This is an optimization exercise on Yosys and OpenROAD, whose aim is small area, a short achievable clock period and few clock cycles per item, not a production implementation. RTL that was checked went through simulation tests only; none was proved equivalent to the original. Power figures rest on the tool's default switching activity, not on a simulated workload.

==> run C: inputs <==
## decision_tree_classifier
module decision_tree_classifier (
    input   wire    clk,
    input   wire    rst,
    input   wire    start,
    input   signed  [31:0]  psd_gamma,
    input   signed  [31:0]  psd_beta,
    input   signed  [31:0]  psd_alpha,
    input   signed  [31:0]  psd_theta,
    input   signed  [31:0]  psd_delta,
    input   signed  [31:0]  peak_amplitude,
    input           [ 7:0]  zero_counter,
    input   signed  [31:0]  dwt_gamma_max,
    input   signed  [31:0]  dwt_gamma_min,
    input   signed  [31:0]  dwt_gamma_mean,
    input   signed  [31:0]  dwt_gamma_sum,
    input   signed  [31:0]  dwt_beta_max,
    input   signed  [31:0]  dwt_beta_min,
    input   signed  [31:0]  dwt_beta_mean,
    input   signed  [31:0]  dwt_beta_sum,
    input   signed  [31:0]  dwt_alpha_max,
    input   signed  [31:0]  dwt_alpha_min,
    input   signed  [31:0]  dwt_alpha_mean,
    input   signed  [31:0]  dwt_alpha_sum,
    input   signed  [31:0]  dwt_theta_max,
    input   signed  [31:0]  dwt_theta_min,
    input   signed  [31:0]  dwt_theta_mean,
    input   signed  [31:0]  dwt_theta_sum,
    input   signed  [31:0]  dwt_delta_max,
    input   signed  [31:0]  dwt_delta_min,
    input   signed  [31:0]  dwt_delta_mean,
    input   signed  [31:0]  dwt_delta_sum,
    output  reg             done,
    output  wire    [3:0]   class_label
);
export LEC_CHECK = 0
export CAP_MARGIN = 20
export CORE_AREA = 5 5 265 265
export CTS_BUF_LIST = sky130_fd_sc_hd__clkbuf_4
export DIE_AREA = 0 0 270 270
export PLACE_DENSITY = 0.6
export SLEW_MARGIN = 20
export SYNTH_MEMORY_MAX_BITS = 65536
create_clock -name core_clock -period 14.0 [get_ports {clk}]
standard.sh (not shown) runs the stock make flow with config.mk's settings and CLKGATE_MAP_FILE= SYNTH_SCRIPT=/design/flow/synth_recipe.tcl, a recipe that flattens the netlist after the stock synthesis.
==> flow/flow/run.sh <==
#!/bin/bash
# Own layout flow: the standard ORFS flow and synthesis script, with three changes:
#  - ABC maps the logic with flow/abc.script (delay-targeted map) instead of ORFS's script;
#  - the port buffers are buf_1 instead of buffer_ports' default pick;
#  - the flow's timing repair aims at the setup margin set in flow/opts.sh.
# Each tool's output goes to the ORFS logs (orfs/logs/...) and to standard.log here.
set -euo pipefail
cd "$(dirname "$0")/.."
W=$(pwd)
source flow/opts.sh
cat > my_synth.tcl <<EOT
# synth_recipe.tcl with ABC's script replaced by flow/abc.script
proc abc {args} {
  set i [lsearch -exact \$args -script]
  if {\$i >= 0} { lset args [expr {\$i + 1}] $W/flow/abc.script }
  yosys abc {*}\$args
}
source $W/synth_recipe.tcl
EOT
sed "s#SYNTH_SCRIPT=[^ ]*synth_recipe.tcl#SYNTH_SCRIPT=$W/my_synth.tcl#" standard.sh > my_standard.sh
grep -q "SYNTH_SCRIPT=$W/my_synth.tcl" my_standard.sh
bash my_standard.sh > standard.log 2>&1
==> flow/flow/abc.script <==
strash
balance
rewrite
refactor
balance
rewrite
rewrite -z
balance
refactor -z
rewrite -z
balance
dch
map -D 1200
topo
stime -c
buffer -c
upsize -c
dnsize -c
==> flow/flow/opts.sh <==
export BUFFER_PORTS_ARGS="-buffer_cell sky130_fd_sc_hd__buf_1"
export SETUP_SLACK_MARGIN=9
export SETUP_SLACK_MARGIN=9.6
==> run E (differences from run C) <==
--- a/flow/design.v
+++ b/flow/design.v
@@ -26,17 +26,17 @@
     input   signed  [31:0]  dwt_theta_min,
     input   signed  [31:0]  dwt_theta_mean,
     input   signed  [31:0]  dwt_theta_sum,
     input   signed  [31:0]  dwt_delta_max,
     input   signed  [31:0]  dwt_delta_min,
     input   signed  [31:0]  dwt_delta_mean,
     input   signed  [31:0]  dwt_delta_sum,
     output  reg             done,
-    output  wire    [3:0]   class_label
+    output  reg     [3:0]   class_label
 );
 wire c0 = ~(~psd_gamma[31] & (psd_gamma[30] | (psd_gamma[29] | (psd_gamma[28] | (psd_gamma[27] | (psd_gamma[26] | (psd_gamma[25] | (psd_gamma[24] | (psd_gamma[23] | (psd_gamma[22] | (psd_gamma[21] | (psd_gamma[20] | (psd_gamma[19] & (psd_gamma[18] & (psd_gamma[17] | (psd_gamma[16] | (psd_gamma[15] | (psd_gamma[14] & (psd_gamma[13] & (psd_gamma[12] | (psd_gamma[11] & (psd_gamma[10] & (psd_gamma[9] & (psd_gamma[8] & (psd_gamma[7] & (psd_gamma[6] | (psd_gamma[5] & (psd_gamma[4] & (psd_gamma[3] & psd_gamma[2])))))))))))))))))))))))))))));
 wire c1 = ~(~psd_gamma[31] & (psd_gamma[30] | (psd_gamma[29] | (psd_gamma[28] | (psd_gamma[27] | (psd_gamma[26] | (psd_gamma[25] | (psd_gamma[24] | (psd_gamma[23] | (psd_gamma[22] | (psd_gamma[21] | (psd_gamma[20] | (psd_gamma[19] & (psd_gamma[18] & (psd_gamma[17] | (psd_gamma[16] & (psd_gamma[15] | (psd_gamma[14] & (psd_gamma[13] | (psd_gamma[12] & (psd_gamma[11] & (psd_gamma[10] | (psd_gamma[9] & (psd_gamma[8] & (psd_gamma[7] & (psd_gamma[6] & psd_gamma[5]))))))))))))))))))))))))));
 wire c2 = ~(~psd_gamma[31] & (psd_gamma[30] | (psd_gamma[29] | (psd_gamma[28] | (psd_gamma[27] | (psd_gamma[26] | (psd_gamma[25] | (psd_gamma[24] | (psd_gamma[23] | (psd_gamma[22] | (psd_gamma[21] | (psd_gamma[20] & (psd_gamma[19] | (psd_gamma[18] | (psd_gamma[17] & (psd_gamma[16] | (psd_gamma[15] | (psd_gamma[14] | (psd_gamma[13] | (psd_gamma[12] | (psd_gamma[11] & (psd_gamma[10] | (psd_gamma[9] & (psd_gamma[8] | (psd_gamma[7] | (psd_gamma[6] & (psd_gamma[5] | (psd_gamma[4] | (psd_gamma[3] | (psd_gamma[2] | (psd_gamma[1] & psd_gamma[0])))))))))))))))))))))))))))))));
 wire c3 = ~(~psd_gamma[31] & (psd_gamma[30] | (psd_gamma[29] | (psd_gamma[28] | (psd_gamma[27] | (psd_gamma[26] | (psd_gamma[25] | (psd_gamma[24] | (psd_gamma[23] | (psd_gamma[22] | (psd_gamma[21] | (psd_gamma[20] & (psd_gamma[19] | (psd_gamma[18] | (psd_gamma[17] & (psd_gamma[16] | (psd_gamma[15] & (psd_gamma[14] | (psd_gamma[13] | (psd_gamma[12] & (psd_gamma[11] | (psd_gamma[10] | (psd_gamma[9] & (psd_gamma[8] | (psd_gamma[7] & (psd_gamma[6] & (psd_gamma[5] & (psd_gamma[4] & (psd_gamma[3] & (psd_gamma[2] & psd_gamma[1]))))))))))))))))))))))))))))));
 wire c4 = ~(~psd_gamma[31] & (psd_gamma[30] | (psd_gamma[29] | (psd_gamma[28] | (psd_gamma[27] | (psd_gamma[26] | (psd_gamma[25] | (psd_gamma[24] | (psd_gamma[23] | (psd_gamma[22] | (psd_gamma[21] | (psd_gamma[20] & (psd_gamma[19] | (psd_gamma[18] & (psd_gamma[17] | (psd_gamma[16] | (psd_gamma[15] & (psd_gamma[14] & (psd_gamma[13] | (psd_gamma[12] & (psd_gamma[11] & (psd_gamma[10] | (psd_gamma[9] | (psd_gamma[8] | (psd_gamma[7] | (psd_gamma[6] | (psd_gamma[5] & (psd_gamma[4] & (psd_gamma[3] & (psd_gamma[2] & (psd_gamma[1] & psd_gamma[0])))))))))))))))))))))))))))))));
 wire c5 = ~(~psd_gamma[31] & (psd_gamma[30] | (psd_gamma[29] | (psd_gamma[28] | (psd_gamma[27] | (psd_gamma[26] | (psd_gamma[25] | (psd_gamma[24] | (psd_gamma[23] | (psd_gamma[22] | (psd_gamma[21] | (psd_gamma[20] & (psd_gamma[19] | (psd_gamma[18] & (psd_gamma[17] | (psd_gamma[16] | (psd_gamma[15] & (psd_gamma[14] & (psd_gamma[13] & (psd_gamma[12] | (psd_gamma[11] & (psd_gamma[10] | (psd_gamma[9] & (psd_gamma[8] & (psd_gamma[7] | (psd_gamma[6] | (psd_gamma[5] | (psd_gamma[4] & (psd_gamma[3] & (psd_gamma[2] & (psd_gamma[1] | psd_gamma[0])))))))))))))))))))))))))))))));
 wire c6 = ~(~psd_gamma[31] & (psd_gamma[30] | (psd_gamma[29] | (psd_gamma[28] | (psd_gamma[27] | (psd_gamma[26] | (psd_gamma[25] | (psd_gamma[24] | (psd_gamma[23] | (psd_gamma[22] | (psd_gamma[21] | (psd_gamma[20] & (psd_gamma[19] | (psd_gamma[18] & (psd_gamma[17] & (psd_gamma[16] | (psd_gamma[15] & (psd_gamma[14] & (psd_gamma[13] & (psd_gamma[12] | (psd_gamma[11] | (psd_gamma[10] & (psd_gamma[9] & (psd_gamma[8] & (psd_gamma[7] & (psd_gamma[6] & psd_gamma[5]))))))))))))))))))))))))));
@@ -120,30 +120,19 @@
 wire c84 = ~(~dwt_alpha_min[31] | (dwt_alpha_min[30] & (dwt_alpha_min[29] & (dwt_alpha_min[28] & (dwt_alpha_min[27] & (dwt_alpha_min[26] | (dwt_alpha_min[25] & (dwt_alpha_min[24] & (dwt_alpha_min[23] | (dwt_alpha_min[22] & (dwt_alpha_min[21] & (dwt_alpha_min[20] & (dwt_alpha_min[19] | (dwt_alpha_min[18] | (dwt_alpha_min[17] | (dwt_alpha_min[16] | (dwt_alpha_min[15] | (dwt_alpha_min[14] | (dwt_alpha_min[13] | (dwt_alpha_min[12] | (dwt_alpha_min[11] | (dwt_alpha_min[10] & (dwt_alpha_min[9] | (dwt_alpha_min[8] & (dwt_alpha_min[7] | (dwt_alpha_min[6] | (dwt_alpha_min[5] & (dwt_alpha_min[4] | (dwt_alpha_min[3] | (dwt_alpha_min[2] & (dwt_alpha_min[1] & dwt_alpha_min[0])))))))))))))))))))))))))))))));
 wire c85 = ~(~dwt_alpha_min[31] | (dwt_alpha_min[30] & (dwt_alpha_min[29] & (dwt_alpha_min[28] & (dwt_alpha_min[27] & (dwt_alpha_min[26] & (dwt_alpha_min[25] | (dwt_alpha_min[24] | (dwt_alpha_min[23] | (dwt_alpha_min[22] & (dwt_alpha_min[21] & (dwt_alpha_min[20] & (dwt_alpha_min[19] & (dwt_alpha_min[18] | (dwt_alpha_min[17] & (dwt_alpha_min[16] | (dwt_alpha_min[15] | (dwt_alpha_min[14] & (dwt_alpha_min[13] & (dwt_alpha_min[12] | (dwt_alpha_min[11] | (dwt_alpha_min[10] | (dwt_alpha_min[9] & (dwt_alpha_min[8] | (dwt_alpha_min[7] & (dwt_alpha_min[6] | (dwt_alpha_min[5] & dwt_alpha_min[4])))))))))))))))))))))))))));
 wire c86 = ~(~dwt_alpha_mean[31] | (dwt_alpha_mean[30] & (dwt_alpha_mean[29] & (dwt_alpha_mean[28] & (dwt_alpha_mean[27] & (dwt_alpha_mean[26] & (dwt_alpha_mean[25] & (dwt_alpha_mean[24] & (dwt_alpha_mean[23] & (dwt_alpha_mean[22] & (dwt_alpha_mean[21] & (dwt_alpha_mean[20] | (dwt_alpha_mean[19] & (dwt_alpha_mean[18] & (dwt_alpha_mean[17] | (dwt_alpha_mean[16] | (dwt_alpha_mean[15] | (dwt_alpha_mean[14] | (dwt_alpha_mean[13] | (dwt_alpha_mean[12] | (dwt_alpha_mean[11] | (dwt_alpha_mean[10] | (dwt_alpha_mean[9] | (dwt_alpha_mean[8] & (dwt_alpha_mean[7] & (dwt_alpha_mean[6] & dwt_alpha_mean[5]))))))))))))))))))))))))));
 wire c87 = ~(~dwt_alpha_sum[31] & (dwt_alpha_sum[30] | (dwt_alpha_sum[29] | (dwt_alpha_sum[28] | (dwt_alpha_sum[27] | (dwt_alpha_sum[26] | (dwt_alpha_sum[25] & (dwt_alpha_sum[24] | (dwt_alpha_sum[23] & (dwt_alpha_sum[22] | (dwt_alpha_sum[21] & (dwt_alpha_sum[20] | (dwt_alpha_sum[19] | (dwt_alpha_sum[18] | (dwt_alpha_sum[17] | (dwt_alpha_sum[16] | (dwt_alpha_sum[15] & (dwt_alpha_sum[14] & (dwt_alpha_sum[13] | (dwt_alpha_sum[12] & (dwt_alpha_sum[11] & (dwt_alpha_sum[10] & (dwt_alpha_sum[9] & (dwt_alpha_sum[8] & (dwt_alpha_sum[7] | (dwt_alpha_sum[6] & (dwt_alpha_sum[5] & (dwt_alpha_sum[4] & (dwt_alpha_sum[3] & (dwt_alpha_sum[2] | (dwt_alpha_sum[1] & dwt_alpha_sum[0])))))))))))))))))))))))))))))));
 wire c88 = ~(~dwt_theta_max[31] & (dwt_theta_max[30] | (dwt_theta_max[29] | (dwt_theta_max[28] | (dwt_theta_max[27] | (dwt_theta_max[26] & (dwt_theta_max[25] | (dwt_theta_max[24] & (dwt_theta_max[23] | (dwt_theta_max[22] & (dwt_theta_max[21] | (dwt_theta_max[20] & (dwt_theta_max[19] & (dwt_theta_max[18] & (dwt_theta_max[17] | (dwt_theta_max[16] | (dwt_theta_max[15] | (dwt_theta_max[14] | (dwt_theta_max[13] & (dwt_theta_max[12] | (dwt_theta_max[11] | (dwt_theta_max[10] & (dwt_theta_max[9] | (dwt_theta_max[8] | (dwt_theta_max[7] | (dwt_theta_max[6] & (dwt_theta_max[5] | (dwt_theta_max[4] | (dwt_theta_max[3] & (dwt_theta_max[2] & (dwt_theta_max[1] & dwt_theta_max[0])))))))))))))))))))))))))))))));
 wire c89 = ~(~dwt_theta_mean[31] | (dwt_theta_mean[30] & (dwt_theta_mean[29] & (dwt_theta_mean[28] & (dwt_theta_mean[27] & (dwt_theta_mean[26] & (dwt_theta_mean[25] & (dwt_theta_mean[24] | (dwt_theta_mean[23] & (dwt_theta_mean[22] | (dwt_theta_mean[21] & (dwt_theta_mean[20] & (dwt_theta_mean[19] & (dwt_theta_mean[18] & (dwt_theta_mean[17] & (dwt_theta_mean[16] | (dwt_theta_mean[15] & (dwt_theta_mean[14] & (dwt_theta_mean[13] & (dwt_theta_mean[12] | (dwt_theta_mean[11] & (dwt_theta_mean[10] | (dwt_theta_mean[9] & (dwt_theta_mean[8] | (dwt_theta_mean[7] & (dwt_theta_mean[6] & (dwt_theta_mean[5] | (dwt_theta_mean[4] & (dwt_theta_mean[3] & (dwt_theta_mean[2] | dwt_theta_mean[1]))))))))))))))))))))))))))))));
 wire c90 = ~(~dwt_delta_max[31] & (dwt_delta_max[30] | (dwt_delta_max[29] | (dwt_delta_max[28] | (dwt_delta_max[27] & (dwt_delta_max[26] | (dwt_delta_max[25] | (dwt_delta_max[24] | (dwt_delta_max[23] & (dwt_delta_max[22] | (dwt_delta_max[21] & (dwt_delta_max[20] | (dwt_delta_max[19] | (dwt_delta_max[18] | (dwt_delta_max[17] | (dwt_delta_max[16] | (dwt_delta_max[15] & (dwt_delta_max[14] | (dwt_delta_max[13] | (dwt_delta_max[12] & (dwt_delta_max[11] & (dwt_delta_max[10] & (dwt_delta_max[9] & (dwt_delta_max[8] & (dwt_delta_max[7] | (dwt_delta_max[6] | (dwt_delta_max[5] | (dwt_delta_max[4] & (dwt_delta_max[3] & dwt_delta_max[2])))))))))))))))))))))))))))));
 wire c91 = ~(~dwt_delta_sum[31] & (dwt_delta_sum[30] | (dwt_delta_sum[29] | (dwt_delta_sum[28] | (dwt_delta_sum[27] | (dwt_delta_sum[26] & (dwt_delta_sum[25] | (dwt_delta_sum[24] | (dwt_delta_sum[23] & (dwt_delta_sum[22] | (dwt_delta_sum[21] | (dwt_delta_sum[20] | (dwt_delta_sum[19] & (dwt_delta_sum[18] | (dwt_delta_sum[17] | (dwt_delta_sum[16] & (dwt_delta_sum[15] & (dwt_delta_sum[14] | (dwt_delta_sum[13] | (dwt_delta_sum[12] & (dwt_delta_sum[11] | (dwt_delta_sum[10] & (dwt_delta_sum[9] | (dwt_delta_sum[8] & (dwt_delta_sum[7] & (dwt_delta_sum[6] | (dwt_delta_sum[5] | (dwt_delta_sum[4] & (dwt_delta_sum[3] | (dwt_delta_sum[2] | (dwt_delta_sum[1] | dwt_delta_sum[0])))))))))))))))))))))))))))))));
-reg cmp_q0;
-reg cmp_q1;
-reg sub_q2;
-reg sub_q3;
-reg cmp_q4;
-reg sub_q5;
-reg sub_q6;
+wire label_w = (c51 ? (c59 ? (c31 ? (c73 ? (c64 ? (c14 ? (c10 ? (c42 ? (c79 ? 1'b0 : 1'b1) : 1'b0) : 1'b0) : (c87 ? (c27 ? (c1 ? 1'b0 : (c35 ? 1'b1 : 1'b0)) : (c34 ? 1'b1 : 1'b0)) : (c47 ? (c80 ? 1'b1 : (c45 ? 1'b1 : 1'b0)) : (c25 ? (c50 ? 1'b0 : 1'b1) : 1'b1)))) : (c22 ? (c91 ? (c84 ? 1'b0 : 1'b1) : 1'b1) : (c41 ? (c69 ? 1'b1 : 1'b0) : 1'b0))) : (c11 ? (c82 ? 1'b0 : (c44 ? 1'b0 : (c43 ? (c76 ? (c57 ? 1'b1 : 1'b0) : 1'b1) : 1'b0))) : (c83 ? (c26 ? (c21 ? 1'b0 : (c16 ? 1'b0 : 1'b1)) : (c72 ? (c12 ? 1'b1 : 1'b0) : 1'b1)) : (c46 ? 1'b1 : (c71 ? (c78 ? 1'b0 : 1'b1) : 1'b1))))) : (c55 ? (c54 ? 1'b0 : 1'b1) : 1'b0)) : (c5 ? (c49 ? (c61 ? (c39 ? (c60 ? 1'b1 : (c0 ? 1'b0 : 1'b1)) : (c15 ? 1'b1 : 1'b0)) : (c23 ? 1'b0 : (c4 ? 1'b1 : 1'b0))) : (c85 ? 1'b0 : 1'b1)) : (c70 ? (c47 ? (c65 ? (c90 ? (c6 ? (c86 ? 1'b1 : 1'b0) : (c40 ? 1'b0 : 1'b1)) : (c28 ? 1'b1 : 1'b0)) : 1'b1) : (c77 ? (c19 ? 1'b0 : 1'b1) : (c7 ? 1'b0 : 1'b1))) : (c48 ? (c62 ? (c63 ? 1'b0 : (c29 ? 1'b1 : 1'b0)) : 1'b0) : 1'b0)))) : (c37 ? (c81 ? (c68 ? (c53 ? (c56 ? 1'b1 : 1'b0) : (c74 ? 1'b0 : (c8 ? 1'b1 : 1'b0))) : (c18 ? (c17 ? (c30 ? 1'b0 : 1'b1) : (c33 ? 1'b0 : (c38 ? 1'b0 : 1'b1))) : (c58 ? (c36 ? (c89 ? 1'b1 : 1'b0) : 1'b1) : (c13 ? 1'b1 : 1'b0)))) : (c75 ? (c52 ? (c3 ? 1'b0 : 1'b1) : (c32 ? (c24 ? (c2 ? 1'b0 : 1'b1) : 1'b0) : (c66 ? 1'b0 : (c67 ? 1'b1 : 1'b0)))) : (c88 ? 1'b0 : 1'b1))) : (c9 ? (c20 ? 1'b1 : 1'b0) : 1'b1)));
 always_ff @(posedge clk or posedge rst) begin
-    if (rst) done <= 1'b0;
-    else     done <= start;
+    if (rst) begin
+        done        <= 1'b0;
+        class_label <= 4'd0;
+    end else begin
+        done <= start;
+        if (start) class_label <= {3'd0, label_w};
+    end
 end
-always_ff @(posedge clk) begin
-    cmp_q0 <= c51;
-    cmp_q1 <= c59;
-    sub_q2 <= (c31 ? (c73 ? (c64 ? (c14 ? (c10 ? (c42 ? (c79 ? 1'b0 : 1'b1) : 1'b0) : 1'b0) : (c87 ? (c27 ? (c1 ? 1'b0 : (c35 ? 1'b1 : 1'b0)) : (c34 ? 1'b1 : 1'b0)) : (c47 ? (c80 ? 1'b1 : (c45 ? 1'b1 : 1'b0)) : (c25 ? (c50 ? 1'b0 : 1'b1) : 1'b1)))) : (c22 ? (c91 ? (c84 ? 1'b0 : 1'b1) : 1'b1) : (c41 ? (c69 ? 1'b1 : 1'b0) : 1'b0))) : (c11 ? (c82 ? 1'b0 : (c44 ? 1'b0 : (c43 ? (c76 ? (c57 ? 1'b1 : 1'b0) : 1'b1) : 1'b0))) : (c83 ? (c26 ? (c21 ? 1'b0 : (c16 ? 1'b0 : 1'b1)) : (c72 ? (c12 ? 1'b1 : 1'b0) : 1'b1)) : (c46 ? 1'b1 : (c71 ? (c78 ? 1'b0 : 1'b1) : 1'b1))))) : (c55 ? (c54 ? 1'b0 : 1'b1) : 1'b0));
-    sub_q3 <= (c5 ? (c49 ? (c61 ? (c39 ? (c60 ? 1'b1 : (c0 ? 1'b0 : 1'b1)) : (c15 ? 1'b1 : 1'b0)) : (c23 ? 1'b0 : (c4 ? 1'b1 : 1'b0))) : (c85 ? 1'b0 : 1'b1)) : (c70 ? (c47 ? (c65 ? (c90 ? (c6 ? (c86 ? 1'b1 : 1'b0) : (c40 ? 1'b0 : 1'b1)) : (c28 ? 1'b1 : 1'b0)) : 1'b1) : (c77 ? (c19 ? 1'b0 : 1'b1) : (c7 ? 1'b0 : 1'b1))) : (c48 ? (c62 ? (c63 ? 1'b0 : (c29 ? 1'b1 : 1'b0)) : 1'b0) : 1'b0)));
-    cmp_q4 <= c37;
-    sub_q5 <= (c81 ? (c68 ? (c53 ? (c56 ? 1'b1 : 1'b0) : (c74 ? 1'b0 : (c8 ? 1'b1 : 1'b0))) : (c18 ? (c17 ? (c30 ? 1'b0 : 1'b1) : (c33 ? 1'b0 : (c38 ? 1'b0 : 1'b1))) : (c58 ? (c36 ? (c89 ? 1'b1 : 1'b0) : 1'b1) : (c13 ? 1'b1 : 1'b0)))) : (c75 ? (c52 ? (c3 ? 1'b0 : 1'b1) : (c32 ? (c24 ? (c2 ? 1'b0 : 1'b1) : 1'b0) : (c66 ? 1'b0 : (c67 ? 1'b1 : 1'b0)))) : (c88 ? 1'b0 : 1'b1)));
-    sub_q6 <= (c9 ? (c20 ? 1'b1 : 1'b0) : 1'b1);
-end
-assign class_label = {3'd0, (cmp_q0 ? (cmp_q1 ? sub_q2 : sub_q3) : (cmp_q4 ? sub_q5 : sub_q6))};
 endmodule
==> flow/flow/run.sh (replaced) <==
#!/bin/bash
# Own layout flow: the standard ORFS flow (standard synthesis unchanged), with
# the port buffers made as the smallest buffer (buf_1) instead of buffer_ports'
# default pick, and timing repair aimed at a setup margin.
set -euo pipefail
cd "$(dirname "$0")/.."
source flow/opts.sh
bash standard.sh > standard.log 2>&1
==> flow/flow/opts.sh (replaced) <==
export BUFFER_PORTS_ARGS="-buffer_cell sky130_fd_sc_hd__buf_1"
Settings changed: CORE_AREA 5 5 265 265 to 5 5 355 355, CTS_BUF_LIST sky130_fd_sc_hd__clkbuf_4 to unset, DIE_AREA 0 0 270 270 to 0 0 360 360.
removed: flow/flow/abc.script
==> qor summary <==
quantity                                                                                   run E        run C
Status                                                          no timing/DRC/antenna violations  no timing/DRC/antenna violations
Total wire length after detailed routing                                                63800 µm     50500 µm
Starting density of the core                                                              0.0490       0.0901
Power Density                                                                        27.2 nW/µm²  28.2 nW/µm²
Yosys reg bits                                                                                 2            8
Seq group                                                                                7.00 µW      25.6 µW
Post-synth top flop                                                                      dfrtp_1      dfxtp_1
Clock transition time at the flip-flop clock pins of the worst setup and hold paths      0.03 ns      0.12 ns
Setup WS pre-CTS                                                                         7.15 ns      8.12 ns
Class of the tightest hold or removal check                                           reg -> reg  in -> async
Clock network area share                                                                 0.00706      0.00289
Relative slew slack                                                                        0.211        0.388
Compound-cell area share of the yosys netlist                                              0.504        0.402
Simple-Gate Fraction of Synth Area                                                         0.439        0.447
Width of the die                                                                          360 µm       270 µm
Peak clock frequency supported by timing                                                 160 MHz      204 MHz
Area of the multi-input gates                                                           5750 µm²     5640 µm²
Testbench counts of run C, summed over its fixed seeds: cycles 3,200, items 3,200.
For run E, only the layout was checked, not whether the RTL still works.

## static timing again, ports no longer ideal
The results above use ideal ports. As a check the final layouts listed here were re-extracted and re-timed, cells and wires unchanged. Step 1 (the two cells are an assumption about what drives the block):
set clk [get_ports {clk}]
set_driving_cell -lib_cell sky130_fd_sc_hd__clkbuf_16 $clk
set_driving_cell -lib_cell sky130_fd_sc_hd__buf_2 [delete_from_list [all_inputs] $clk]
Step 2, shift: input delay + t, output delay - t, t = (earliest + latest rising clock arrival at the registers) / 2. This alone moves slack from input paths to output paths. Slacks: ideal ports / drivers / drivers and shift; pairs: ideal ports / drivers.
| run | t, ns | slack for setup (ns) | clock arrival spread, ns | slew at the worst register clock pin (ns) | pins driven straight from the clock port |
|---|---|---|---|---|---|
| run C | 0.336 | 9.100 / 9.114 / 8.778 | 0.035 / 0.036 | 0.12 / 0.12 | 1 |
| run E | 0.268 | 7.759 / 7.784 / 7.516 | 0.002 / 0.002 | 0.03 / 0.03 | 1 |
After both steps every run listed still meets setup and hold. For run C, which loses most, drivers alone change the setup slack by +0.014 ns; drivers and shift together by -0.322 ns.
